This design comes from an exercise in tuning for small area and a short achievable clock period on the open sky130 flow, not from production work. The RTL was checked by simulation tests, not by an equivalence proof against the original design. Power and IR drop assume default switching activity.

File: flow/run.sh
#!/bin/bash
# synth_recipe.tcl (not shown) runs the flow's synth.tcl, then flattens the netlist and writes it again
# the make line also repeats each setting of config.mk as NAME=value (left out here)
make -C /OpenROAD-flow-scripts/flow DESIGN_CONFIG=/design/flow/config.mk WORK_HOME=/design/flow/orfs CLKGATE_MAP_FILE= SYNTH_SCRIPT=/design/flow/synth_recipe.tcl finish
File: flow/config.mk
export PLATFORM = sky130hd
export DESIGN_NAME = user_logic
export DESIGN_NICKNAME = user_logic
export VERILOG_FILES = /design/flow/design.v
export SDC_FILE = /design/flow/constraint.sdc
export NUM_CORES = 4
export LEC_CHECK = 0
export CAP_MARGIN = 20
export CORE_MARGIN = 2
export CORE_UTILIZATION = 40
export SLEW_MARGIN = 20
File: flow/constraint.sdc
create_clock -name core_clock -period 8.5 [get_ports {Bus2IP_Clk}]
set_input_delay 1.7000 -clock core_clock [delete_from_list [all_inputs] [get_ports {Bus2IP_Clk}]]
set_output_delay 1.7000 -clock core_clock [all_outputs]
set_load 0.01 [all_outputs]
File: flow/design.v
module user_logic
(
  Bus2IP_Clk,                      
  Bus2IP_Reset,                    
  Bus2IP_Data,                     
  Bus2IP_BE,                       
  Bus2IP_RdCE,                     
  Bus2IP_WrCE,                     
  IP2Bus_Data,                     
  IP2Bus_RdAck,                    
  IP2Bus_WrAck,                    
  IP2Bus_Error                     
);  
parameter C_SLV_DWIDTH                   = 32;
parameter C_NUM_REG                      = 3;
input                                     Bus2IP_Clk;
input                                     Bus2IP_Reset;
input      [0 : C_SLV_DWIDTH-1]           Bus2IP_Data;
input      [0 : C_SLV_DWIDTH/8-1]         Bus2IP_BE;
input      [0 : C_NUM_REG-1]              Bus2IP_RdCE;
input      [0 : C_NUM_REG-1]              Bus2IP_WrCE;
output     [0 : C_SLV_DWIDTH-1]           IP2Bus_Data;
output                                    IP2Bus_RdAck;
output                                    IP2Bus_WrAck;
output                                    IP2Bus_Error;
  reg        [0 : C_SLV_DWIDTH-1]           slv_reg0;
  reg        [0 : C_SLV_DWIDTH-1]           slv_reg1;
  reg        [0 : C_SLV_DWIDTH-1]           slv_reg2;
  wire       [0 : 2]                        slv_reg_write_sel;
  wire       [0 : 2]                        slv_reg_read_sel;
  reg        [0 : C_SLV_DWIDTH-1]           slv_ip2bus_data;
  wire                                      slv_read_ack;
  wire                                      slv_write_ack;
  integer                                   byte_index, bit_index;
	reg [0: C_SLV_DWIDTH-1] tmp_reg;
	always @(posedge Bus2IP_Clk) begin
		if (Bus2IP_Reset == 1) begin
			slv_reg2 <= 0;
			tmp_reg <= 0;
			end
		else begin
			tmp_reg <= slv_reg0*slv_reg1;	 
			slv_reg2 <= tmp_reg;		 
			end
		end 
  assign
    slv_reg_write_sel = Bus2IP_WrCE[0:2],
    slv_reg_read_sel  = Bus2IP_RdCE[0:2],
    slv_write_ack     = Bus2IP_WrCE[0] || Bus2IP_WrCE[1] || Bus2IP_WrCE[2],
    slv_read_ack      = Bus2IP_RdCE[0] || Bus2IP_RdCE[1] || Bus2IP_RdCE[2];
  always @( posedge Bus2IP_Clk )
    begin: SLAVE_REG_WRITE_PROC
      if ( Bus2IP_Reset == 1 )
        begin
          slv_reg0 <= 0;
          slv_reg1 <= 0;
        end
      else
        case ( slv_reg_write_sel )
          3'b100 :
            for ( byte_index = 0; byte_index <= (C_SLV_DWIDTH/8)-1; byte_index = byte_index+1 )
              if ( Bus2IP_BE[byte_index] == 1 )
                for ( bit_index = byte_index*8; bit_index <= byte_index*8+7; bit_index = bit_index+1 )
                  slv_reg0[bit_index] <= Bus2IP_Data[bit_index];
          3'b010 :
            for ( byte_index = 0; byte_index <= (C_SLV_DWIDTH/8)-1; byte_index = byte_index+1 )
              if ( Bus2IP_BE[byte_index] == 1 )
                for ( bit_index = byte_index*8; bit_index <= byte_index*8+7; bit_index = bit_index+1 )
                  slv_reg1[bit_index] <= Bus2IP_Data[bit_index];
          default : ;
        endcase
    end  
  always @( slv_reg_read_sel or slv_reg0 or slv_reg1 or slv_reg2 )
    begin: SLAVE_REG_READ_PROC
      case ( slv_reg_read_sel )
        3'b100 : slv_ip2bus_data <= slv_reg0;
        3'b010 : slv_ip2bus_data <= slv_reg1;
        3'b001 : slv_ip2bus_data <= slv_reg2;
        default : slv_ip2bus_data <= 0;
      endcase
    end  
  assign IP2Bus_Data    = slv_ip2bus_data;
  assign IP2Bus_WrAck   = slv_write_ack;
  assign IP2Bus_RdAck   = slv_read_ack;
  assign IP2Bus_Error   = 0;
endmodule
==> results.txt <==
==> kinds of logic (layout without fill, tap and decap cells) <==
family | after synthesis | in the layout | share of synthesized area (%)
AO/OA/AOI/OAI | 194 | 194 | 5.75
buffers and inverters | 547 | 569 | 10.3
flip-flops | 128 | 128 | 12.6
multiplexers | 10 | 10 | 0.506
other | 1 | 2 | 0.0185
adder cells (fa/ha/maj) | 531 | 531 | 47.9
XOR/XNOR | 81 | 81 | 3.61
AND/OR/NAND/NOR | 820 | 820 | 19.3
==> power breakdown <==
group	internal [mW]	leakage [nW]	switching [mW]	total, mW
combinational	0.0519	9.06	0.0860	0.138
clock	0.409	0.270	0.292	0.701
sequential	0.609	1.03	0.0337	0.643
==> cells in the mapped netlist (2+ instances only) <==
library cell	number	area, um^2
a2111oi_0	2	17.5
a211oi_1	3	22.5
a21boi_0	2	15.0
a21o_1	11	82.6
a21oi_1	81	405
a22oi_1	32	240
and2_1	259	1620
and3_1	5	31.3
buf_2	5	25.0
clkbuf_1	133	499
dfxtp_1	128	2560
fa_1	408	8170
ha_1	123	1540
inv_1	406	1520
mux2_1	2	22.5
mux2i_1	8	80.1
nand2_1	438	1640
nand2b_1	2	12.5
nand3_1	8	40.0
nand4_1	3	18.8
nor2_1	43	161
nor2b_1	43	269
nor3_1	8	40.0
nor3b_1	2	15.0
nor4_1	2	12.5
o211ai_1	4	30.0
o21ai_0	41	205
o21bai_1	3	22.5
o31ai_1	4	30.0
or3_1	3	18.8
xnor2_1	56	490
xor2_1	23	201
==> per-layer routing <==
| metal | vias up | track usage [%] | share of wire, % |
|---|---|---|---|
| met5 | - | 0 | 0 |
| met1 | 7888 | 32.6 | 43 |
| met3 | 99 | 3.72 | 7.4 |
| met4 | 0 | 7.55 | 3.0 |
| met2 | 619 | 39.6 | 47 |
| li1 | 6872 | - | - |
==> cell usage in the layout (no fill, tap or decap), types with 5 or more instances in the layout <==
cell type,n
ha_1,123
buf_4,55
a21oi_1,81
a21o_1,11
clkdlybuf4s50_1,76
inv_1,406
fa_1,408
o21ai_0,41
clkbuf_16,17
nor2b_1,41
and2_1,259
dfxtp_1,126
xor2_1,23
a22oi_1,32
nor2_1,43
mux2i_1,8
nor3_1,8
nand3_1,8
xnor2_1,56
and3_1,5
nand2_1,438
==> worst paths after layout <==
path                 from      endpoint  slack (ps)  depth (start not counted)
max          slv_reg1[26]    tmp_reg[0]         450                         22
min reg2reg   tmp_reg[29]  slv_reg2[29]         440                          1
max reg2reg  slv_reg1[26]    tmp_reg[0]         450                         22
min           tmp_reg[29]  slv_reg2[29]         440                          1
==> area by class of cell <==
cell class                 instances  area, um^2  area share [%]
multi-input combinational       1637       15600            70.1
sequential                       128        2560            11.5
inverter                         406        1520            6.83
timing repair buffer             132        1190            5.35
tap                              672         841            3.77
clock buffer                      19         443            1.98
clock inverter                    12         113           0.504
antenna                            1        2.50          0.0112
==> flow_summary.toml <==
[critical_path]
critPathMaxFanout = 17
crit_type = "reg2reg"
critPathBufInv = 4
slowest_delay_ps = 1110
endpoint_kind = "register"
critPathTopFamily = "adder cells"
crit_required_ps = 8850
worstPathArrival_ps = 8400
path_common_cell = "fa_1"
crit_path_start_kind = "register"
cp_cell_sequence = "buf_4, nand2_1, fa_1, fa_1, inv_1, fa_1, inv_1, fa_1, inv_1, fa_1, fa_1, fa_1, fa_1, ha_1, nand3_1, nor3_1, nand3_1, o21ai_0, nor2_2, o211a_1, or4_1, a21oi_1"
cp_slowest_cell = "dfxtp_1"

[drt]
drc = 0
routed_wl_um = 60400
vias_per_cell = 5.15
first_iter_violations = 1139
antenna_left = 0
post_drt_wl_per_cell_um = 20.1
first_pass_iters = 5
vias = 15500

[finish]
n_fill_cell = 4974
final_area_um2 = 22300
areaGrowthSynthToFinish_pct = 10.2
drive_gt1_share_pct = 4.11
nets = 2897
post-route-util_pct = 44.6
stdcell_count = 3007

[clock_tree]
holdBufCountCts = 0
clkTransAtPathRegs_ps = 60
clock_tree.root_cell = "clkbuf_16"
cts.sinks = 128
postCtsSetupRepairBufs = 0
htreeDepth = 4
cts_tree = "built"
cts.path.max_buffers = 2
insertion_delay_ps = 440
cts_resized = 0
cts_inserted_buffers = 17

[sta]
min_period_over_period_pct = 94.7
rsz0062_at_grt = "false"
drv_slew = 0
hold_ws_ps = 437
setup_violations = 0
final-hold-violation-count = 0
max_slew_margin_pct = 20.5
fmax_mhz = 124
min_period_ps = 8050
skew_ps = 9.57
tightestPinTransition_ps = 1190
fin_ws_ps = 450
fin_setup_tns_ps = 0

[synthesis]
synthFlopType = "dfxtp_1"
netlist_area_um2 = 20300
yosysWarningCount = 1
synthArstFlopShare_pct = 0
netlist_instances = 2312
syn_nets = 2887
ys_seq_area_share_pct = 12.6
synth.distinct_cells = 53
ys_ff_latch = 128
synth_area_per_cell_um2 = 8.76
synth-edff-count = 0

[placement]
port_buffers = 77
dp_hpwl_um = 46700
post_dp_cell_area_um2 = 21800
dp_cells = 2975
gp_congestion = 0.925
place_ws_ps = 610

[global_routing]
grt_antenna_before_repair = 2
grt_pass1_wl_um = 96600
grt_use_total_pct = 24.0
grt_pass1_vias = 16900
grt_max_degree = 100
grt_overflow = 0

[min_path]
hp-class = "reg2reg"

[flow_run]
cap_viol_max_count = 0

[pwr]
finalPower_mw = 1.48
p_leak_nw = 10.4
power_density_nw_per_um2 = 66.4
ir_drop_mv = 0.109

[floorplanning]
die_area_um2 = 52500
die_x_um = 229
row_count = 82
coreArea_um2 = 50100
pin_count = 79
dieHeight_um = 229
start_util_pct = 40.5

[run_status]
outcome = "finished clean"

==> afterwards: timing with drivers on the ports <==
No port has a modelled driver above. Below, the same layout with a new extraction and two added sets of constraints.
Step 1 sets driving cells, clkbuf_16 on the clock port and buf_2 on the other inputs (assumed; they add their load-dependent delay and slew).
Step 2 moves the port delays by t, midway between the first and last clock arrival at a register: inputs arrive t later, outputs are due t later. That takes back most of the time a late clock gives input paths.
Three values: ideal, step 1, step 2; two values: the first two.
shift t [ns]: 0.481
setup slack, ns: 0.450 / 0.450 / 0.450
worst data-port slew with drivers (ns): 0.05
After both steps this run still meets setup and hold. For this run, drivers alone change the setup slack by 0.000 ns; drivers and shift together by 0.000 ns.
